Context: an optimization exercise on an open-source flow, tuned for small area and a short achievable clock period. The choices shown serve that exercise and are no tape-out recipe.
Function was not checked in any run shown here: the RTL went through the layout flow alone.
Power is estimated from default activity; no workload was simulated.

**flow/flow/extra.mk**
```make
# port buffers: the smallest buffer
export BUFFER_PORTS_ARGS = -buffer_cell sky130_fd_sc_hd__buf_1
# one tie cell per constant
export SKIP_REPAIR_TIE_FANOUT = 1
# clock tree: no dummy loads (they only balance the tree's levels)
export CTS_ARGS = -sink_clustering_enable -repair_clock_nets -dont_use_dummy_load -buf_list {sky130_fd_sc_hd__clkbuf_4 sky130_fd_sc_hd__clkbuf_8}
```
**flow/flow/run.sh**
```bash
#!/bin/bash
# Own layout flow: the standard flow (standard.sh, synth_recipe.tcl), with
#  - bs_col, bs_take and bs_inv mapped to cells by hand (flow/bs_col_cells.v), read over
#    their synthesized versions before the design is flattened,
#  - flow/extra.mk appended to config.mk: buf_1 port buffers, one tie cell per constant,
#    no dummy clock-tree loads.
# The make output goes to make_finish.log; each ORFS step logs to orfs/logs/.
set -euo pipefail
cd "$(dirname "$0")/.."
W=$PWD
cat flow/extra.mk >> config.mk
# synthesis: the standard flow's script, with the hand-mapped bs_col read over the synthesized one
awk -v f="$W/flow/bs_col_cells.v" '{print} /source .*synth.tcl/ {print "read_verilog -overwrite " f}' \
  synth_recipe.tcl > my_synth.tcl
grep -q "read_verilog -overwrite" my_synth.tcl
sed "s#SYNTH_SCRIPT=[^ ]*#SYNTH_SCRIPT=$W/my_synth.tcl#" standard.sh > my_standard.sh
grep -q "my_synth.tcl" my_standard.sh
bash my_standard.sh ${FLOW_TARGET:-finish} > make_finish.log 2>&1
```
**flow/flow/bs_col_cells.v**
```verilog
// bs_col and bs_take (see rtl/solution.v) mapped by hand to sky130_fd_sc_hd cells.
//
// bs_col:
// nhit = ~(a & c0 & ~c1 & take)
// src  = ~c0 & ~ntake & c1
// nk   = ~((a & nhit) | src)
// d    = ~((nk & nhl & nhr) | rst)
module bs_col (
    input a, input c0, input c1, input take, input ntake, input rst,
    input nhl, input nhr,
    output nhit, output d
);
    wire src, nk;
    sky130_fd_sc_hd__nand4b_1 g_hit (.A_N(c1), .B(c0), .C(a), .D(take), .Y(nhit));
    sky130_fd_sc_hd__nor3b_1 g_src (.A(c0), .B(ntake), .C_N(c1), .Y(src));
    sky130_fd_sc_hd__a21oi_1 g_keep (.A1(a), .A2(nhit), .B1(src), .Y(nk));
    sky130_fd_sc_hd__a31oi_1 g_d (.A1(nk), .A2(nhl), .A3(nhr), .B1(rst), .Y(d));
endmodule

// bs_take:
// take = row_valid & running & ~rst, ntake = ~take, rst_l = ~rst_cn
module bs_take (input row_valid, input running, input rst, input rst_cn,
                output take, output ntake, output rst_l);
    sky130_fd_sc_hd__and3b_2 g_take (.A_N(rst), .B(running), .C(row_valid), .X(take));
    sky130_fd_sc_hd__inv_1 g_ntake (.A(take), .Y(ntake));
    sky130_fd_sc_hd__inv_2 g_rst (.A(rst_cn), .Y(rst_l));
endmodule

// bs_inv: an inverter
module bs_inv (input i, output o);
    sky130_fd_sc_hd__inv_2 g_inv (.A(i), .Y(o));
endmodule
```
**flow/design.v**
```verilog
`timescale 1ns/1ps
module solution (
    input clk,
    input rst,
    input row_valid,
    input [281:0] row_data,
    output [63:0] splitters_hit,
    output done
);
    localparam WIDTH = 141;
    localparam HEIGHT = 142;
    reg [7:0] y;                   
    reg running;                   
    reg [WIDTH-1:0] active;        
    reg [15:0] pn;               
    reg [14:0] acc;              
    localparam NTAKE = 8;
    wire [NTAKE-1:0] take_g, ntake_g, rst_g;
    wire rst_cn;
    bs_inv u_rst (.i(rst), .o(rst_cn));
    genvar k;
    generate
        for (k = 0; k < NTAKE; k = k + 1) begin : tk
            bs_take u_take (.row_valid(row_valid), .running(running), .rst(rst), .rst_cn(rst_cn),
                            .take(take_g[k]), .ntake(ntake_g[k]), .rst_l(rst_g[k]));
        end
    endgenerate
    wire take = take_g[0];
    wire [WIDTH-1:0] nhit, d;
    genvar i;
    generate
        for (i = 0; i < WIDTH; i = i + 1) begin : cols
            wire nhl = (i == 0) ? 1'b1 : nhit[(i == 0) ? 0 : i - 1];
            wire nhr = (i == WIDTH - 1) ? 1'b1 : nhit[(i == WIDTH - 1) ? 0 : i + 1];
            bs_col u_col (
                .a(active[i]), .c0(row_data[2*i]), .c1(row_data[2*i+1]),
                .take(take_g[i * NTAKE / WIDTH]), .ntake(ntake_g[i * NTAKE / WIDTH]),
                .rst(rst_g[i * NTAKE / WIDTH]), .nhl(nhl), .nhr(nhr),
                .nhit(nhit[i]), .d(d[i])
            );
        end
    endgenerate
    wire rst0 = rst_g[0];
    always @(posedge clk) begin
        active <= d;
        if (rst0) begin
            y <= 8'd0;
            running <= 1'b1;
        end else if (take) begin
            y <= y + 8'd1;
            if (y == HEIGHT - 1) running <= 1'b0;
        end
    end
    assign done = ~running;
    wire s1, c2;
    bs_fa u_s1 (.a(nhit[0]), .b(nhit[1]), .c(nhit[2]), .s(s1), .co(c2));
    wire s3, c4;
    bs_fa u_s3 (.a(nhit[3]), .b(nhit[4]), .c(nhit[5]), .s(s3), .co(c4));
    wire s5, c6;
    bs_fa u_s5 (.a(nhit[6]), .b(nhit[7]), .c(nhit[8]), .s(s5), .co(c6));
    wire s7, c8;
    bs_fa u_s7 (.a(nhit[9]), .b(nhit[10]), .c(nhit[11]), .s(s7), .co(c8));
    wire s9, c10;
    bs_fa u_s9 (.a(nhit[12]), .b(nhit[13]), .c(nhit[14]), .s(s9), .co(c10));
    wire s11, c12;
    bs_fa u_s11 (.a(nhit[15]), .b(nhit[16]), .c(nhit[17]), .s(s11), .co(c12));
    wire s13, c14;
    bs_fa u_s13 (.a(nhit[18]), .b(nhit[19]), .c(nhit[20]), .s(s13), .co(c14));
    wire s15, c16;
    bs_fa u_s15 (.a(nhit[21]), .b(nhit[22]), .c(nhit[23]), .s(s15), .co(c16));
    wire s17, c18;
    bs_fa u_s17 (.a(nhit[24]), .b(nhit[25]), .c(nhit[26]), .s(s17), .co(c18));
    wire s19, c20;
    bs_fa u_s19 (.a(nhit[27]), .b(nhit[28]), .c(nhit[29]), .s(s19), .co(c20));
    wire s21, c22;
    bs_fa u_s21 (.a(nhit[30]), .b(nhit[31]), .c(nhit[32]), .s(s21), .co(c22));
    wire s23, c24;
    bs_fa u_s23 (.a(nhit[33]), .b(nhit[34]), .c(nhit[35]), .s(s23), .co(c24));
    wire s25, c26;
    bs_fa u_s25 (.a(nhit[36]), .b(nhit[37]), .c(nhit[38]), .s(s25), .co(c26));
    wire s27, c28;
    bs_fa u_s27 (.a(nhit[39]), .b(nhit[40]), .c(nhit[41]), .s(s27), .co(c28));
    wire s29, c30;
    bs_fa u_s29 (.a(nhit[42]), .b(nhit[43]), .c(nhit[44]), .s(s29), .co(c30));
    wire s31, c32;
    bs_fa u_s31 (.a(nhit[45]), .b(nhit[46]), .c(nhit[47]), .s(s31), .co(c32));
    wire s33, c34;
    bs_fa u_s33 (.a(nhit[48]), .b(nhit[49]), .c(nhit[50]), .s(s33), .co(c34));
    wire s35, c36;
    bs_fa u_s35 (.a(nhit[51]), .b(nhit[52]), .c(nhit[53]), .s(s35), .co(c36));
    wire s37, c38;
    bs_fa u_s37 (.a(nhit[54]), .b(nhit[55]), .c(nhit[56]), .s(s37), .co(c38));
    wire s39, c40;
    bs_fa u_s39 (.a(nhit[57]), .b(nhit[58]), .c(nhit[59]), .s(s39), .co(c40));
    wire s41, c42;
    bs_fa u_s41 (.a(nhit[60]), .b(nhit[61]), .c(nhit[62]), .s(s41), .co(c42));
    wire s43, c44;
    bs_fa u_s43 (.a(nhit[63]), .b(nhit[64]), .c(nhit[65]), .s(s43), .co(c44));
    wire s45, c46;
    bs_fa u_s45 (.a(nhit[66]), .b(nhit[67]), .c(nhit[68]), .s(s45), .co(c46));
    wire s47, c48;
    bs_fa u_s47 (.a(nhit[69]), .b(nhit[70]), .c(nhit[71]), .s(s47), .co(c48));
    wire s49, c50;
    bs_fa u_s49 (.a(nhit[72]), .b(nhit[73]), .c(nhit[74]), .s(s49), .co(c50));
    wire s51, c52;
    bs_fa u_s51 (.a(nhit[75]), .b(nhit[76]), .c(nhit[77]), .s(s51), .co(c52));
    wire s53, c54;
    bs_fa u_s53 (.a(nhit[78]), .b(nhit[79]), .c(nhit[80]), .s(s53), .co(c54));
    wire s55, c56;
    bs_fa u_s55 (.a(nhit[81]), .b(nhit[82]), .c(nhit[83]), .s(s55), .co(c56));
    wire s57, c58;
    bs_fa u_s57 (.a(nhit[84]), .b(nhit[85]), .c(nhit[86]), .s(s57), .co(c58));
    wire s59, c60;
    bs_fa u_s59 (.a(nhit[87]), .b(nhit[88]), .c(nhit[89]), .s(s59), .co(c60));
    wire s61, c62;
    bs_fa u_s61 (.a(nhit[90]), .b(nhit[91]), .c(nhit[92]), .s(s61), .co(c62));
    wire s63, c64;
    bs_fa u_s63 (.a(nhit[93]), .b(nhit[94]), .c(nhit[95]), .s(s63), .co(c64));
    wire s65, c66;
    bs_fa u_s65 (.a(nhit[96]), .b(nhit[97]), .c(nhit[98]), .s(s65), .co(c66));
    wire s67, c68;
    bs_fa u_s67 (.a(nhit[99]), .b(nhit[100]), .c(nhit[101]), .s(s67), .co(c68));
    wire s69, c70;
    bs_fa u_s69 (.a(nhit[102]), .b(nhit[103]), .c(nhit[104]), .s(s69), .co(c70));
    wire s71, c72;
    bs_fa u_s71 (.a(nhit[105]), .b(nhit[106]), .c(nhit[107]), .s(s71), .co(c72));
    wire s73, c74;
    bs_fa u_s73 (.a(nhit[108]), .b(nhit[109]), .c(nhit[110]), .s(s73), .co(c74));
    wire s75, c76;
    bs_fa u_s75 (.a(nhit[111]), .b(nhit[112]), .c(nhit[113]), .s(s75), .co(c76));
    wire s77, c78;
    bs_fa u_s77 (.a(nhit[114]), .b(nhit[115]), .c(nhit[116]), .s(s77), .co(c78));
    wire s79, c80;
    bs_fa u_s79 (.a(nhit[117]), .b(nhit[118]), .c(nhit[119]), .s(s79), .co(c80));
    wire s81, c82;
    bs_fa u_s81 (.a(nhit[120]), .b(nhit[121]), .c(nhit[122]), .s(s81), .co(c82));
    wire s83, c84;
    bs_fa u_s83 (.a(nhit[123]), .b(nhit[124]), .c(nhit[125]), .s(s83), .co(c84));
    wire s85, c86;
    bs_fa u_s85 (.a(nhit[126]), .b(nhit[127]), .c(nhit[128]), .s(s85), .co(c86));
    wire s87, c88;
    bs_fa u_s87 (.a(nhit[129]), .b(nhit[130]), .c(nhit[131]), .s(s87), .co(c88));
    wire s89, c90;
    bs_fa u_s89 (.a(nhit[132]), .b(nhit[133]), .c(nhit[134]), .s(s89), .co(c90));
    wire s91, c92;
    bs_fa u_s91 (.a(nhit[135]), .b(nhit[136]), .c(nhit[137]), .s(s91), .co(c92));
    wire s93, c94;
    bs_fa u_s93 (.a(nhit[138]), .b(nhit[139]), .c(nhit[140]), .s(s93), .co(c94));
    wire s95, c96;
    bs_fa u_s95 (.a(s1), .b(s3), .c(s5), .s(s95), .co(c96));
    wire s97, c98;
    bs_fa u_s97 (.a(s7), .b(s9), .c(s11), .s(s97), .co(c98));
    wire s99, c100;
    bs_fa u_s99 (.a(s13), .b(s15), .c(s17), .s(s99), .co(c100));
    wire s101, c102;
    bs_fa u_s101 (.a(s19), .b(s21), .c(s23), .s(s101), .co(c102));
    wire s103, c104;
    bs_fa u_s103 (.a(s25), .b(s27), .c(s29), .s(s103), .co(c104));
    wire s105, c106;
    bs_fa u_s105 (.a(s31), .b(s33), .c(s35), .s(s105), .co(c106));
    wire s107, c108;
    bs_fa u_s107 (.a(s37), .b(s39), .c(s41), .s(s107), .co(c108));
    wire s109, c110;
    bs_fa u_s109 (.a(s43), .b(s45), .c(s47), .s(s109), .co(c110));
    wire s111, c112;
    bs_fa u_s111 (.a(s49), .b(s51), .c(s53), .s(s111), .co(c112));
    wire s113, c114;
    bs_fa u_s113 (.a(s55), .b(s57), .c(s59), .s(s113), .co(c114));
    wire s115, c116;
    bs_fa u_s115 (.a(s61), .b(s63), .c(s65), .s(s115), .co(c116));
    wire s117, c118;
    bs_fa u_s117 (.a(s67), .b(s69), .c(s71), .s(s117), .co(c118));
    wire s119, c120;
    bs_fa u_s119 (.a(s73), .b(s75), .c(s77), .s(s119), .co(c120));
    wire s121, c122;
    bs_fa u_s121 (.a(s79), .b(s81), .c(s83), .s(s121), .co(c122));
    wire s123, c124;
    bs_fa u_s123 (.a(s85), .b(s87), .c(s89), .s(s123), .co(c124));
    wire s125, c126;
    bs_fa u_s125 (.a(s91), .b(s93), .c(s95), .s(s125), .co(c126));
    wire s127, c128;
    bs_fa u_s127 (.a(s97), .b(s99), .c(s101), .s(s127), .co(c128));
    wire s129, c130;
    bs_fa u_s129 (.a(s103), .b(s105), .c(s107), .s(s129), .co(c130));
    wire s131, c132;
    bs_fa u_s131 (.a(s109), .b(s111), .c(s113), .s(s131), .co(c132));
    wire s133, c134;
    bs_fa u_s133 (.a(s115), .b(s117), .c(s119), .s(s133), .co(c134));
    wire s135, c136;
    bs_fa u_s135 (.a(s121), .b(s123), .c(s125), .s(s135), .co(c136));
    wire s137, c138;
    bs_fa u_s137 (.a(s127), .b(s129), .c(s131), .s(s137), .co(c138));
    wire s139, c140;
    bs_fa u_s139 (.a(s133), .b(s135), .c(s137), .s(s139), .co(c140));
    wire s141, c142;
    bs_fa u_s141 (.a(c2), .b(c4), .c(c6), .s(s141), .co(c142));
    wire s143, c144;
    bs_fa u_s143 (.a(c8), .b(c10), .c(c12), .s(s143), .co(c144));
    wire s145, c146;
    bs_fa u_s145 (.a(c14), .b(c16), .c(c18), .s(s145), .co(c146));
    wire s147, c148;
    bs_fa u_s147 (.a(c20), .b(c22), .c(c24), .s(s147), .co(c148));
    wire s149, c150;
    bs_fa u_s149 (.a(c26), .b(c28), .c(c30), .s(s149), .co(c150));
    wire s151, c152;
    bs_fa u_s151 (.a(c32), .b(c34), .c(c36), .s(s151), .co(c152));
    wire s153, c154;
    bs_fa u_s153 (.a(c38), .b(c40), .c(c42), .s(s153), .co(c154));
    wire s155, c156;
    bs_fa u_s155 (.a(c44), .b(c46), .c(c48), .s(s155), .co(c156));
    wire s157, c158;
    bs_fa u_s157 (.a(c50), .b(c52), .c(c54), .s(s157), .co(c158));
    wire s159, c160;
    bs_fa u_s159 (.a(c56), .b(c58), .c(c60), .s(s159), .co(c160));
    wire s161, c162;
    bs_fa u_s161 (.a(c62), .b(c64), .c(c66), .s(s161), .co(c162));
    wire s163, c164;
    bs_fa u_s163 (.a(c68), .b(c70), .c(c72), .s(s163), .co(c164));
    wire s165, c166;
    bs_fa u_s165 (.a(c74), .b(c76), .c(c78), .s(s165), .co(c166));
    wire s167, c168;
    bs_fa u_s167 (.a(c80), .b(c82), .c(c84), .s(s167), .co(c168));
    wire s169, c170;
    bs_fa u_s169 (.a(c86), .b(c88), .c(c90), .s(s169), .co(c170));
    wire s171, c172;
    bs_fa u_s171 (.a(c92), .b(c94), .c(c96), .s(s171), .co(c172));
    wire s173, c174;
    bs_fa u_s173 (.a(c98), .b(c100), .c(c102), .s(s173), .co(c174));
    wire s175, c176;
    bs_fa u_s175 (.a(c104), .b(c106), .c(c108), .s(s175), .co(c176));
    wire s177, c178;
    bs_fa u_s177 (.a(c110), .b(c112), .c(c114), .s(s177), .co(c178));
    wire s179, c180;
    bs_fa u_s179 (.a(c116), .b(c118), .c(c120), .s(s179), .co(c180));
    wire s181, c182;
    bs_fa u_s181 (.a(c122), .b(c124), .c(s141), .s(s181), .co(c182));
    wire s183, c184;
    bs_fa u_s183 (.a(s143), .b(s145), .c(s147), .s(s183), .co(c184));
    wire s185, c186;
    bs_fa u_s185 (.a(s149), .b(s151), .c(s153), .s(s185), .co(c186));
    wire s187, c188;
    bs_fa u_s187 (.a(s155), .b(s157), .c(s159), .s(s187), .co(c188));
    wire s189, c190;
    bs_fa u_s189 (.a(s161), .b(s163), .c(s165), .s(s189), .co(c190));
    wire s191, c192;
    bs_fa u_s191 (.a(s167), .b(s169), .c(c126), .s(s191), .co(c192));
    wire s193, c194;
    bs_fa u_s193 (.a(c128), .b(c130), .c(c132), .s(s193), .co(c194));
    wire s195, c196;
    bs_fa u_s195 (.a(c134), .b(s171), .c(s173), .s(s195), .co(c196));
    wire s197, c198;
    bs_fa u_s197 (.a(s175), .b(s177), .c(s179), .s(s197), .co(c198));
    wire s199, c200;
    bs_fa u_s199 (.a(s181), .b(s183), .c(s185), .s(s199), .co(c200));
    wire s201, c202;
    bs_fa u_s201 (.a(s187), .b(s189), .c(c136), .s(s201), .co(c202));
    wire s203, c204;
    bs_fa u_s203 (.a(c138), .b(s191), .c(s193), .s(s203), .co(c204));
    wire s205, c206;
    bs_fa u_s205 (.a(s195), .b(s197), .c(s199), .s(s205), .co(c206));
    wire s207, c208;
    bs_fa u_s207 (.a(c140), .b(s201), .c(s203), .s(s207), .co(c208));
    wire s209, c210;
    bs_fa u_s209 (.a(c142), .b(c144), .c(c146), .s(s209), .co(c210));
    wire s211, c212;
    bs_fa u_s211 (.a(c148), .b(c150), .c(c152), .s(s211), .co(c212));
    wire s213, c214;
    bs_fa u_s213 (.a(c154), .b(c156), .c(c158), .s(s213), .co(c214));
    wire s215, c216;
    bs_fa u_s215 (.a(c160), .b(c162), .c(c164), .s(s215), .co(c216));
    wire s217, c218;
    bs_fa u_s217 (.a(c166), .b(c168), .c(c170), .s(s217), .co(c218));
    wire s219, c220;
    bs_fa u_s219 (.a(c172), .b(c174), .c(c176), .s(s219), .co(c220));
    wire s221, c222;
    bs_fa u_s221 (.a(c178), .b(c180), .c(c182), .s(s221), .co(c222));
    wire s223, c224;
    bs_fa u_s223 (.a(c184), .b(c186), .c(c188), .s(s223), .co(c224));
    wire s225, c226;
    bs_fa u_s225 (.a(c190), .b(s209), .c(s211), .s(s225), .co(c226));
    wire s227, c228;
    bs_fa u_s227 (.a(s213), .b(s215), .c(s217), .s(s227), .co(c228));
    wire s229, c230;
    bs_fa u_s229 (.a(c192), .b(c194), .c(c196), .s(s229), .co(c230));
    wire s231, c232;
    bs_fa u_s231 (.a(c198), .b(c200), .c(s219), .s(s231), .co(c232));
    wire s233, c234;
    bs_fa u_s233 (.a(s221), .b(s223), .c(s225), .s(s233), .co(c234));
    wire s235, c236;
    bs_fa u_s235 (.a(s227), .b(c202), .c(c204), .s(s235), .co(c236));
    wire s237, c238;
    bs_fa u_s237 (.a(c206), .b(s229), .c(s231), .s(s237), .co(c238));
    wire s239, c240;
    bs_fa u_s239 (.a(c210), .b(c212), .c(c214), .s(s239), .co(c240));
    wire s241, c242;
    bs_fa u_s241 (.a(c216), .b(c218), .c(c220), .s(s241), .co(c242));
    wire s243, c244;
    bs_fa u_s243 (.a(c222), .b(c224), .c(c226), .s(s243), .co(c244));
    wire s245, c246;
    bs_fa u_s245 (.a(c228), .b(s239), .c(c230), .s(s245), .co(c246));
    wire s247, c248;
    bs_fa u_s247 (.a(c232), .b(c234), .c(s241), .s(s247), .co(c248));
    wire s249, c250;
    bs_fa u_s249 (.a(c240), .b(c242), .c(c244), .s(s249), .co(c250));
    wire [15:0] pn_next = {c250, s249, c248, c246, s247, s245, c238, c236, s243, s237, s235, c208, s233, s207, s205, s139};
    wire [15:0] pt = ~pn;
    wire s251, c252;
    bs_ha u_s251 (.a(acc[2]), .b(pt[3]), .s(s251), .co(c252));
    wire s253, c254;
    bs_fa u_s253 (.a(acc[3]), .b(pt[7]), .c(pt[8]), .s(s253), .co(c254));
    wire s255, c256;
    bs_ha u_s255 (.a(pt[9]), .b(pt[10]), .s(s255), .co(c256));
    wire s257, c258;
    bs_fa u_s257 (.a(acc[4]), .b(pt[12]), .c(pt[13]), .s(s257), .co(c258));
    wire s259, c260;
    bs_ha u_s259 (.a(pt[4]), .b(pt[5]), .s(s259), .co(c260));
    wire s261, c262;
    bs_fa u_s261 (.a(pt[11]), .b(c252), .c(s255), .s(s261), .co(c262));
    wire s263, c264;
    bs_fa u_s263 (.a(pt[14]), .b(c256), .c(c254), .s(s263), .co(c264));
    wire s265, c266;
    bs_ha u_s265 (.a(acc[5]), .b(pt[15]), .s(s265), .co(c266));
    wire s267, c268;
    bs_ha u_s267 (.a(acc[1]), .b(pt[1]), .s(s267), .co(c268));
    wire s269, c270;
    bs_fa u_s269 (.a(pt[6]), .b(s259), .c(s251), .s(s269), .co(c270));
    wire s271, c272;
    bs_fa u_s271 (.a(c260), .b(s253), .c(s261), .s(s271), .co(c272));
    wire s273, c274;
    bs_fa u_s273 (.a(s257), .b(c262), .c(s263), .s(s273), .co(c274));
    wire s275, c276;
    bs_fa u_s275 (.a(s265), .b(c258), .c(c264), .s(s275), .co(c276));
    wire s277, c278;
    bs_ha u_s277 (.a(acc[6]), .b(c266), .s(s277), .co(c278));
    wire [7:0] fr0 = {c278, c276, c274, c272, c270, c268, s267, acc[0]};
    wire [7:0] fr1 = {acc[7], s277, s275, s273, s271, s269, pt[2], pt[0]};
    wire [8:0] fsum = fr0 + fr1;
    wire inc8 = fsum[8];
    wire tot8 = acc[8] ^ inc8;
    wire pre9 = acc[8];
    wire inc9 = fsum[8] & pre9;
    wire tot9 = acc[9] ^ inc9;
    wire pre10 = pre9 & acc[9];
    wire inc10 = fsum[8] & pre10;
    wire tot10 = acc[10] ^ inc10;
    wire pre11 = pre10 & acc[10];
    wire inc11 = fsum[8] & pre11;
    wire tot11 = acc[11] ^ inc11;
    wire pre12 = pre11 & acc[11];
    wire inc12 = fsum[8] & pre12;
    wire tot12 = acc[12] ^ inc12;
    wire pre13 = pre12 & acc[12];
    wire inc13 = fsum[8] & pre13;
    wire tot13 = acc[13] ^ inc13;
    wire pre14 = pre13 & acc[13];
    wire inc14 = fsum[8] & pre14;
    wire tot14 = acc[14] ^ inc14;
    wire [14:0] total = {tot14, tot13, tot12, tot11, tot10, tot9, tot8, fsum[7], fsum[6], fsum[5], fsum[4], fsum[3], fsum[2], fsum[1], fsum[0]};
    always @(posedge clk) begin
        pn <= pn_next;                  
        if (rst0) acc <= 15'd0;
        else acc <= total;
    end
    assign splitters_hit = {49'd0, total};
endmodule
module bs_col (
    input a, input c0, input c1, input take, input ntake, input rst,
    input nhl, input nhr,
    output nhit, output d
);
    assign nhit = ~(a & c0 & ~c1 & take);
    wire src = ~ntake & c1 & ~c0;
    wire nkeep = ~((a & nhit) | src);
    assign d = ~((nkeep & nhl & nhr) | rst);
endmodule
module bs_take (input row_valid, input running, input rst, input rst_cn,
                output take, output ntake, output rst_l);
    assign take = row_valid & running & ~rst;
    assign ntake = ~take;
    assign rst_l = ~rst_cn;
endmodule
module bs_inv (input i, output o);
    assign o = ~i;
endmodule
module bs_fa (input a, input b, input c, output s, output co);
    assign s = a ^ b ^ c;
    assign co = (a & b) | (a & c) | (b & c);
endmodule
module bs_ha (input a, input b, output s, output co);
    assign s = a ^ b;
    assign co = a & b;
endmodule
module bs_hac (input a, input b, output s, output co);
    assign s = ~(a ^ b);
    assign co = a | b;
endmodule
```
**flow/standard.sh**
```bash
#!/bin/bash
# synth_recipe.tcl (not shown) runs the flow's synth.tcl, then flattens the netlist and writes it again
# the make line also repeats each setting of config.mk as NAME=value (left out here)
make -C /OpenROAD-flow-scripts/flow DESIGN_CONFIG=/design/flow/config.mk WORK_HOME=/design/flow/orfs CLKGATE_MAP_FILE= SYNTH_SCRIPT=/design/flow/synth_recipe.tcl "${@:-finish}"
```
**flow/constraint.sdc**
```tcl
create_clock -name core_clock -period 100.0 [get_ports {clk}]
set_input_delay 20.0000 -clock core_clock [delete_from_list [all_inputs] [get_ports {clk}]]
set_output_delay 20.0000 -clock core_clock [all_outputs]
set_load 0.01 [all_outputs]
```
**flow/config.mk**
```make
export PLATFORM = sky130hd
export DESIGN_NAME = solution
export DESIGN_NICKNAME = solution
export VERILOG_FILES = /design/flow/design.v
export SDC_FILE = /design/flow/constraint.sdc
export NUM_CORES = 4
export LEC_CHECK = 0
export CAP_MARGIN = 20
export CORE_MARGIN = 2
export CORE_UTILIZATION = 65
export CTS_BUF_LIST = sky130_fd_sc_hd__clkbuf_4 sky130_fd_sc_hd__clkbuf_8
export SLEW_MARGIN = 20
export SYNTH_HIERARCHICAL = 1
export SYNTH_MINIMUM_KEEP_SIZE = 0
# port buffers: the smallest buffer
export BUFFER_PORTS_ARGS = -buffer_cell sky130_fd_sc_hd__buf_1
# one tie cell per constant
export SKIP_REPAIR_TIE_FANOUT = 1
# clock tree: no dummy loads (they only balance the tree's levels)
export CTS_ARGS = -sink_clustering_enable -repair_clock_nets -dont_use_dummy_load -buf_list {sky130_fd_sc_hd__clkbuf_4 sky130_fd_sc_hd__clkbuf_8}
```
==> impl_metrics.py, run 1 <==
metrics = {
    "sta": {
        "tns_ns": 0,
        "hold_violations": 0,
        "maxSlewHeadroom": 0.474,
        "slew_viol_final": 0,
        "grt_setup_unrepaired": "false",
        "setup_viol": 0,
        "fin_crit_sh": 0.239,
        "worstMarginPinSlew_ns": 0.788,
        "timing.fmax_mhz": 41.9,
        "fin_crit_ns": 23.89,
        "fin_ws_ns": 76.11,
        "skew_ns": 0.0222,
    },
    "detailed_routing": {
        "ant_nets": 0,
        "route.detailed.drc": 0,
        "dr_total_vias": 9948,
        "avgViaCountPerCell": 6.26,
        "drt_pre_antenna_iters": 5,
        "drt_wl_total_mm": 29.6,
        "post_drt_wl_per_cell_um": 18.6,
        "drtIter0Drc": 500,
    },
    "die": {
        "start_util": 0.657,
        "ios": 350,
        "dieArea_um2": 19100,
        "fp.coreArea_um2": 17800,
        "die_w_um": 138,
        "num_rows": 49,
        "fp.dieH_um": 138,
    },
    "clock_network": {
        "cts_root_buffer": "clkbuf_8",
        "clk_pin_slew_ns": 0.08,
        "postCtsHoldBufs": 0,
        "tritoncts": "done",
        "numCtsBuffers": 17,
        "clock_path_buffers": 2,
        "cts_setup_buffers": 0,
        "ctsResizeCount": 0,
        "h-tree-depth": 4,
        "clk-insertion-delay-late_ns": 0.47,
        "cts.sinks": 181,
    },
    "global_route": {
        "grt_usage": 0.307,
        "grt_max_degree": 50,
        "antenna_found_initial": 1,
        "grt_pass1_wl_mm": 47.5,
        "overflow": 0,
        "grt_pass1_vias": 9859,
    },
    "yosys": {
        "syn_area_per_cell_um2": 10.6,
        "synth_area_um2": 11700,
        "syn_inst": 1102,
        "synth_nets": 1538,
        "synth-warning-count": 7,
    },
    "place": {
        "io_buffers": 300,
        "place.gp.congestion": 0.843,
        "placed_area_um2": 12700,
        "dp_hpwl_mm": 23.3,
        "post-place-ws_ns": 75.65,
    },
    "power_and_ir_drop": {
        "ir_drop_mv": 0.00804,
        "p_leak_nw": 3.58,
        "clkPwrFrac": 0.279,
        "p_sw_mw": 0.0374,
        "seqPwrFrac": 0.562,
        "switching_share": 0.273,
        "power.density_nw_per_um2": 10.6,
        "p_int_mw": 0.0995,
        "comb_power_share": 0.159,
    },
    "worst_setup_path": {
        "cp.arrival_ns": 24.22,
        "crit_start": "row_valid",
        "cp.required_ns": 100.33,
        "crit_type": "in -> reg",
        "cp_max_fo": 27,
        "regToRegStartpoint": "running$_SDFFE_PP1P_",
        "crit_path_start_kind": "primary input",
        "critPathCaptureType": "flop",
    },
    "worst_hold_path": {
        "hp-start": "y[5]$_SDFFE_PP0P_",
        "hp-class": "reg -> reg",
    },
    "final_layout": {
        "area_delta_synth_final_pct": 10.4,
        "drive_gt1_frac": 0.0301,
        "fin_area_um2": 12900,
        "fin_nets": 1798,
    },
    "job": {
        "max-cap-violations": 0,
    },
    "status": {
        "status": "complete, no violations",
    },
}
-- state kept, by name, summed over array words and instances, names as in the netlist --
signal   count
active     141
y            8
running      1
acc         15
pn          16
-- per-layer routing --
| layer | track usage | wire length, um | vias to the layer above |
|---|---|---|---|
| met5 | 0 | 0 | - |
| met4 | 0.107 | 757 | 0 |
| met3 | 0.0540 | 1740 | 52 |
| met2 | 0.506 | 14400 | 359 |
| met1 | 0.415 | 12600 | 4861 |
| li1 | - | - | 4676 |
-- final timing paths --
path	cells after the start	slack, ns	end
max	9	76.11	pn[2]$_DFF_P_
min	2	0.51	y[5]$_SDFFE_PP0P_
max reg2reg	8	95.31	pn[2]$_DFF_P_
min reg2reg	2	0.51	y[5]$_SDFFE_PP0P_
-- layout by cell type, fill, tap and decap left out, types with 2 or more instances in the layout --
cell type / instances
buf_1: 300
dfxtp_1: 181
a21oi_1: 149
nor3b_1: 142
a31oi_1: 141
nand4b_1: 141
fa_1: 134
inv_1: 33
ha_1: 17
clkbuf_8: 17
nor2_1: 15
nor2b_1: 12
xor2_1: 9
inv_2: 9
and3b_2: 8
nand2_1: 7
xnor2_1: 6
o21ai_0: 4
nand4_1: 4
nand2b_1: 3
o21ai_2: 3
a211oi_1: 2
a21o_1: 2
o31ai_1: 2
nand3_1: 2
nor2_2: 2
and2b_1: 2
mux2_1: 2
or3_1: 2
conb_1: 2
-- stage by stage --
stage / hold WS (ns) / std cells / power (mW) / utilization
2_1_floorplan: 0.458 / 1102 / 0.0920 / -
3_3_place_gp: 0.483 / 1572 / 0.0994 / 0.712
3_5_place_dp: 0.493 / 1572 / 0.100 / 0.712
4_1_cts: 0.508 / 1589 / 0.137 / 0.726
5_1_grt: 0.544 / 1590 / 0.143 / 0.726
6_report: 0.515 / 1590 / 0.137 / 0.726
-- worst max-delay path: stages --
cell      delay (ns)
buf_1           0.27
and3b_2         0.58
nand4b_1        0.31
fa_1            0.57
fa_1            0.51
fa_1            0.52
fa_1            0.47
fa_1            0.56
fa_1            0.40
-- area by class of cell --
cell class	instances	area [um^2]
Timing Repair Buffer	300	1130
Antenna cell	1	2.50
Clock buffer	17	234
Sequential cell	181	3620
Fill cell	1430	4880
Inverter	42	158
Tap cell	229	287
Multi-Input combinational cell	820	7470
-- power by group through the flow --
stage / clock, mW / combinational, mW / sequential, mW
final: 0.0382 / 0.0217 / 0.0770
after global routing: 0.0413 / 0.0240 / 0.0774
after CTS: 0.0390 / 0.0215 / 0.0770
after detailed placement: 0 / 0.0214 / 0.0786
after global placement: 0 / 0.0209 / 0.0785
after floorplan: 0 / 0.0139 / 0.0782
==> inputs of run 2 (changes only) <==
--- a/flow/design.v
+++ b/flow/design.v
@@ -14,7 +14,7 @@
     reg [WIDTH-1:0] active;        
     reg [15:0] pn;               
     reg [14:0] acc;              
-    localparam NTAKE = 8;
+    localparam NTAKE = 16;
     wire [NTAKE-1:0] take_g, ntake_g, rst_g;
     wire rst_cn;
     bs_inv u_rst (.i(rst), .o(rst_cn));
--- a/flow/flow/run.sh
+++ b/flow/flow/run.sh
@@ -3,12 +3,12 @@
 #  - bs_col, bs_take and bs_inv mapped to cells by hand (flow/bs_col_cells.v), read over
 #    their synthesized versions before the design is flattened,
 #  - flow/extra.mk appended to config.mk: buf_1 port buffers, one tie cell per constant,
-#    no dummy clock-tree loads.
+#    no dummy clock-tree loads, stronger buffers on the row_valid and rst ports (port_bufs.tcl).
 # The make output goes to make_finish.log; each ORFS step logs to orfs/logs/.
 set -euo pipefail
 cd "$(dirname "$0")/.."
 W=$PWD
-cat flow/extra.mk >> config.mk
+sed "s#@W@#$W#g" flow/extra.mk >> config.mk
 # synthesis: the standard flow's script, with the hand-mapped bs_col read over the synthesized one
 awk -v f="$W/flow/bs_col_cells.v" '{print} /source .*synth.tcl/ {print "read_verilog -overwrite " f}' \
   synth_recipe.tcl > my_synth.tcl
--- a/flow/flow/bs_col_cells.v
+++ b/flow/flow/bs_col_cells.v
@@ -1,8 +1,9 @@
 // bs_col and bs_take (see rtl/solution.v) mapped by hand to sky130_fd_sc_hd cells.
 //
 // bs_col:
-// nhit = ~(a & c0 & ~c1 & take)
-// src  = ~c0 & ~ntake & c1
+// nc1  = ~c1
+// nhit = ~(a & c0 & nc1 & take)
+// src  = ~(c0 | ntake | nc1)
 // nk   = ~((a & nhit) | src)
 // d    = ~((nk & nhl & nhr) | rst)
 module bs_col (
@@ -10,9 +11,10 @@
     input nhl, input nhr,
     output nhit, output d
 );
-    wire src, nk;
-    sky130_fd_sc_hd__nand4b_1 g_hit (.A_N(c1), .B(c0), .C(a), .D(take), .Y(nhit));
-    sky130_fd_sc_hd__nor3b_1 g_src (.A(c0), .B(ntake), .C_N(c1), .Y(src));
+    wire nc1, src, nk;
+    sky130_fd_sc_hd__inv_1 g_nc1 (.A(c1), .Y(nc1));
+    sky130_fd_sc_hd__nand4_1 g_hit (.A(a), .B(c0), .C(nc1), .D(take), .Y(nhit));
+    sky130_fd_sc_hd__nor3_1 g_src (.A(c0), .B(ntake), .C(nc1), .Y(src));
     sky130_fd_sc_hd__a21oi_1 g_keep (.A1(a), .A2(nhit), .B1(src), .Y(nk));
     sky130_fd_sc_hd__a31oi_1 g_d (.A1(nk), .A2(nhl), .A3(nhr), .B1(rst), .Y(d));
 endmodule
--- a/flow/flow/extra.mk
+++ b/flow/flow/extra.mk
@@ -4,3 +4,5 @@
 export SKIP_REPAIR_TIE_FANOUT = 1
 # clock tree: no dummy loads (they only balance the tree's levels)
 export CTS_ARGS = -sink_clustering_enable -repair_clock_nets -dont_use_dummy_load -buf_list {sky130_fd_sc_hd__clkbuf_4 sky130_fd_sc_hd__clkbuf_8}
+# stronger port buffers on row_valid and rst
+export POST_RESIZE_TCL = @W@/flow/port_bufs.tcl
==> flow/flow/port_bufs.tcl (new file) <==
# POST_RESIZE hook: the buffers on the row_valid and rst ports drive the take logic of
# every column group; give them a stronger buffer than the other ports' buf_1.
set block [ord::get_db_block]
foreach p {row_valid rst} {
  set net [[$block findBTerm $p] getNet]
  foreach it [$net getITerms] {
    set inst [$it getInst]
    set m [[$inst getMaster] getName]
    if {[string match "sky130_fd_sc_hd__buf_*" $m] || [string match "sky130_fd_sc_hd__clkbuf_*" $m]} {
      puts "port $p: [$inst getName] $m -> sky130_fd_sc_hd__buf_4"
      replace_cell [$inst getName] sky130_fd_sc_hd__buf_4
    }
  }
}
--- a/flow/config.mk
+++ b/flow/config.mk
@@ -18,3 +18,5 @@
 export SKIP_REPAIR_TIE_FANOUT = 1
 # clock tree: no dummy loads (they only balance the tree's levels)
 export CTS_ARGS = -sink_clustering_enable -repair_clock_nets -dont_use_dummy_load -buf_list {sky130_fd_sc_hd__clkbuf_4 sky130_fd_sc_hd__clkbuf_8}
+# stronger port buffers on row_valid and rst
+export POST_RESIZE_TCL = /design/flow/flow/port_bufs.tcl
==> impl_metrics.py, run 2 <==
metrics = {
    "status": {
        "status": "complete, no violations",
    },
    "die": {
        "die_w_um": 138,
        "fp.dieH_um": 138,
        "fp.coreArea_um2": 17400,
        "start_util": 0.669,
        "ios": 350,
        "dieArea_um2": 19000,
        "num_rows": 48,
    },
    "clock_network": {
        "clk_pin_slew_ns": 0.10,
        "ctsResizeCount": 0,
        "h-tree-depth": 4,
        "cts_root_buffer": "clkbuf_8",
        "cts_setup_buffers": 0,
        "cts.sinks": 181,
        "clock_path_buffers": 2,
        "postCtsHoldBufs": 0,
        "clk-insertion-delay-late_ns": 0.46,
        "tritoncts": "done",
        "numCtsBuffers": 17,
    },
    "worst_hold_path": {
        "hold_depth": 2,
        "hp-class": "reg -> reg",
    },
    "final_layout": {
        "seqCellArea_um2": 3620,
        "largest_reg_flops": 141,
        "reg_top3": "active x141, pn x16, acc x15",
        "multi_input_area_um2": 6850,
        "drive_gt1_frac": 0.0387,
        "fin_nets": 1963,
        "top_register": "active",
        "fill_cells": 1438,
        "area_delta_synth_final_pct": 10.5,
        "final_common_cell": "buf_1",
        "final_cell_mix": "298 x buf_1, 182 x inv_1, 181 x dfxtp_1",
        "fin_cells": 1751,
    },
    "global_route": {
        "grt_pass1_vias": 9761,
        "overflow": 0,
        "grt_max_degree": 50,
        "grt_pass1_wl_mm": 45.1,
        "antenna_found_initial": 0,
        "grt_usage": 0.305,
    },
    "sta": {
        "worstMarginPinSlew_ns": 1.02,
        "tns_ns": 0,
        "slew_viol_final": 0,
        "setup_viol": 0,
        "fin_crit_ns": 23.67,
        "maxSlewHeadroom": 0.319,
        "grt_setup_unrepaired": "false",
        "skew_ns": 0.0333,
        "timing.fmax_mhz": 42.3,
        "hold_violations": 0,
        "fin_crit_sh": 0.237,
    },
    "worst_setup_path": {
        "cp.arrival_ns": 23.98,
        "reg2reg_depth": 8,
        "crit_type": "in -> reg",
        "crit_path_start_kind": "primary input",
        "cp.required_ns": 100.31,
        "cp_max_fo": 16,
        "critPathCaptureType": "flop",
    },
    "detailed_routing": {
        "dr_total_vias": 10400,
        "avgViaCountPerCell": 5.95,
        "drt_wl_total_mm": 29.0,
        "drt_pre_antenna_iters": 5,
        "drtIter0Drc": 730,
        "route.detailed.drc": 0,
        "post_drt_wl_per_cell_um": 16.5,
        "ant_nets": 0,
    },
    "yosys": {
        "syn_area_per_cell_um2": 9.19,
        "synth_area_um2": 11600,
        "syn_inst": 1267,
        "synth-warning-count": 7,
        "synth_nets": 1703,
    },
    "power_and_ir_drop": {
        "power.density_nw_per_um2": 10.6,
        "ir_drop_mv": 0.00841,
        "p_leak_nw": 4.30,
    },
    "place": {
        "dp_hpwl_mm": 23.4,
        "io_buffers": 300,
        "place.gp.congestion": 0.918,
        "placed_cells": 1733,
    },
    "job": {
        "max-cap-violations": 0,
    },
}
run 2: path summary, 6_finish.rpt:
check / slack, ns / startpoint / to
hold / removal: 0.50 / y[7]$_SDFFE_PP0P_ / y[7]$_SDFFE_PP0P_
setup reg to reg: 94.99 / running$_SDFFE_PP1P_ / pn[2]$_DFF_P_
setup / recovery: 76.33 / row_valid / pn[2]$_DFF_P_
hold reg to reg: 0.50 / y[7]$_SDFFE_PP0P_ / y[7]$_SDFFE_PP0P_
run 2: area by class of cell:
type,instances,area share
antenna,1,0.000194
clock buffer,17,0.0182
inverter,199,0.0580
multi-input combinational,828,0.532
sequential,181,0.282
tap,225,0.0219
timing repair buffer,300,0.0881
run 2: per-stage QoR:
step / utilization / hold slack [ns] / worst slack [ns] / cell area, um^2 / total power, mW
detailed placement: 0.725 / 0.490 / 75.91 / 12600 / 0.100
global route: 0.739 / 0.528 / 76.11 / 12900 / 0.143
floorplan: - / 0.458 / 76.41 / 11600 / 0.0923
finish: 0.739 / 0.501 / 76.33 / 12900 / 0.137
CTS: 0.739 / 0.504 / 76.34 / 12900 / 0.137
global placement: 0.725 / 0.479 / 75.34 / 12600 / 0.0995
run 2: power by group:
group / internal [mW] / switching (mW) / total [mW]
Sequential: 0.0753 / 0.00163 / 0.0770
Clock: 0.0151 / 0.0229 / 0.0380
Combinational: 0.00828 / 0.0135 / 0.0218
Total: 0.0987 / 0.0381 / 0.137
run 2: metal layers:
layer,GRT usage,share of wire,vias up
met1,0.403,0.41,4898
met2,0.516,0.49,417
met5,0,0,-
met4,0.0845,0.021,0
li1,-,-,5054
met3,0.0588,0.080,45
run 2: worst max-delay path, stage by stage:
cell and delay, ns:
buf_4 0.25, and3b_2 0.34, nand4_1 0.24, fa_1 0.57, fa_1 0.54, fa_1 0.57, fa_1 0.50, fa_1 0.57
fa_1 0.40
==> inputs of run 3 (changes only) <==
--- a/flow/flow/bs_col_cells.v
+++ b/flow/flow/bs_col_cells.v
@@ -13,7 +13,7 @@
 );
     wire nc1, src, nk;
     sky130_fd_sc_hd__inv_1 g_nc1 (.A(c1), .Y(nc1));
-    sky130_fd_sc_hd__nand4_1 g_hit (.A(a), .B(c0), .C(nc1), .D(take), .Y(nhit));
+    sky130_fd_sc_hd__nand4_1 g_hit (.A(take), .B(c0), .C(nc1), .D(a), .Y(nhit));
     sky130_fd_sc_hd__nor3_1 g_src (.A(c0), .B(ntake), .C(nc1), .Y(src));
     sky130_fd_sc_hd__a21oi_1 g_keep (.A1(a), .A2(nhit), .B1(src), .Y(nk));
     sky130_fd_sc_hd__a31oi_1 g_d (.A1(nk), .A2(nhl), .A3(nhr), .B1(rst), .Y(d));
==> impl_metrics.py, run 3 <==
metrics = {
    "detailed_routing": {
        "drtIter0Drc": 629,
        "avgViaCountPerCell": 5.98,
        "ant_nets": 0,
        "drt_pre_antenna_iters": 5,
        "dr_total_vias": 10500,
        "post_drt_wl_per_cell_um": 17.0,
        "route.detailed.drc": 0,
        "drt_wl_total_mm": 29.8,
    },
    "sta": {
        "fin_crit_ns": 23.67,
        "worstMarginPinSlew_ns": 0.600,
        "skew_ns": 0.0262,
        "whs_ns": 0.503,
        "fin_crit_sh": 0.237,
        "timing.fmax_mhz": 42.2,
        "grt_setup_unrepaired": "false",
        "slew_viol_final": 0,
        "tns_ns": 0,
        "maxSlewHeadroom": 0.600,
        "setup_viol": 0,
        "hold_violations": 0,
    },
    "final_layout": {
        "top_register": "active",
        "drive_gt1_frac": 0.0393,
        "final_cell_mix": "298 x buf_1, 182 x inv_1, 181 x dfxtp_1",
        "fin_nets": 1964,
        "reg_top3": "active x141, pn x16, acc x15",
        "antenna_cells": 0,
        "area_delta_synth_final_pct": 10.5,
        "final_common_cell": "buf_1",
        "final_util": 0.739,
        "largest_reg_flops": 141,
    },
    "worst_setup_path": {
        "cp.arrival_ns": 3.67,
        "cp.required_ns": 80.00,
        "cp_max_fo": 4,
        "critPathCaptureType": "output port",
        "crit_path_start_kind": "flop",
        "crit_type": "reg -> out",
    },
    "global_route": {
        "overflow": 0,
        "grt_usage": 0.316,
        "antenna_found_initial": 0,
        "grt_max_degree": 50,
        "grt_pass1_wl_mm": 46.4,
        "grt_pass1_vias": 9802,
    },
    "yosys": {
        "synth_nets": 1703,
        "syn_inst": 1267,
        "synth_area_um2": 11600,
        "syn_area_per_cell_um2": 9.19,
        "synth-warning-count": 7,
    },
    "die": {
        "start_util": 0.669,
        "fp.coreArea_um2": 17400,
        "die_w_um": 138,
        "num_rows": 48,
        "dieArea_um2": 19000,
        "fp.dieH_um": 138,
        "ios": 350,
    },
    "place": {
        "place.gp.congestion": 0.910,
        "io_buffers": 300,
        "dp_hpwl_mm": 23.8,
    },
    "power_and_ir_drop": {
        "power.density_nw_per_um2": 10.6,
        "p_leak_nw": 4.31,
        "power_mw": 0.137,
        "ir_drop_mv": 0.00835,
    },
    "worst_hold_path": {
        "hp-class": "reg -> reg",
    },
    "clock_network": {
        "tritoncts": "done",
        "clock_path_buffers": 2,
        "cts.sinks": 181,
        "ctsResizeCount": 0,
        "cts_root_buffer": "clkbuf_8",
        "clk_pin_slew_ns": 0.09,
        "numCtsBuffers": 17,
        "clk-insertion-delay-late_ns": 0.47,
        "postCtsHoldBufs": 0,
        "h-tree-depth": 4,
        "cts_setup_buffers": 0,
    },
    "status": {
        "status": "complete, no violations",
    },
    "job": {
        "max-cap-violations": 0,
    },
}
## run 3: cell count changes in the layout (fill, tap and decap cells not counted), sizes merged
cell,delta
buf,+1
diode,-1
## run 3: cell type report
| type | instances | area [um^2] |
|---|---|---|
| Timing Repair Buffer | 301 | 1140 |
| Clock buffer | 17 | 234 |
| Multi-Input combinational cell | 828 | 6850 |
| Inverter | 199 | 747 |
| Fill cell | 1402 | 4540 |
| Sequential cell | 181 | 3620 |
| Tap cell | 225 | 282 |
## run 3: per-stage QoR
| step | cells | worst slack (ns) | cell area (um^2) |
|---|---|---|---|
| finish | 1751 | 76.33 | 12900 |
| global route | 1751 | 76.07 | 12900 |
| CTS | 1751 | 76.31 | 12900 |
| detailed placement | 1734 | 75.92 | 12600 |
| global placement | 1734 | 75.36 | 12600 |
| floorplan | 1267 | 76.43 | 11600 |
## run 3: path summary, 6_finish.rpt
check	from	slack [ns]	endpoint	depth (start not counted)
max	pn[7]$_DFF_P_	76.33	splitters_hit[9]	12
min	y[7]$_SDFFE_PP0P_	0.50	y[7]$_SDFFE_PP0P_	2
max reg2reg	running$_SDFFE_PP1P_	95.53	pn[2]$_DFF_P_	9
min reg2reg	y[7]$_SDFFE_PP0P_	0.50	y[7]$_SDFFE_PP0P_	2
## run 3: worst max-delay path: stages (launching register included)
cell,delay (ns)
dfxtp_1,0.35
inv_1,0.06
fa_1,0.41
fa_1,0.52
fa_1,0.41
ha_1,0.35
o21ai_2,0.10
a211oi_4,0.33
o31ai_1,0.11
nand2b_1,0.08
ha_1,0.15
xor2_1,0.18
buf_1,0.17
## run 3: per-layer routing
layer	vias up	GRT usage	routed length, um
met4	0	0.115	879
li1	5045	-	-
met3	71	0.0647	2170
met5	-	0	0
met1	4905	0.404	12200
met2	452	0.535	14500
## run 3: report_power, final
| group | switching, mW | leakage, nW | internal [mW] |
|---|---|---|---|
| logic | 0.0136 | 2.71 | 0.00825 |
| registers | 0.00171 | 1.47 | 0.0753 |
| clock network | 0.0231 | 0.122 | 0.0150 |
| total | 0.0384 | 4.31 | 0.0986 |

[what the ideal ports hide]
The flow's constraints put no driver on any port. The routed layouts listed below were extracted and timed again, unchanged, in two steps.
Step 1 sets driving cells, clkbuf_16 on the clock port and buf_2 on the other inputs (assumed; they add their load-dependent delay and slew).
Step 2 also shifts input and output timing later by t, the mid clock arrival at the registers, as if the neighbouring blocks saw the same clock.
Three values: no drivers, after step 1, after step 2; two values: the first two.
run	t, ns	setup slack, ns	hold WS [ns]	worst setup path after step 2
run 1	0.491	76.111 / 76.126 / 75.635	0.515 / 0.515 / 0.515	input to register
run 2	0.486	76.332 / 76.343 / 75.857	0.501 / 0.501 / 0.501	input to register
run 3	0.500	76.328 / 76.286 / 75.893	0.503 / 0.503 / 0.503	input to register
After both steps every run listed still meets setup and hold. For run 1, which loses most, drivers alone change the setup slack by +0.015 ns; drivers and shift together by -0.476 ns.
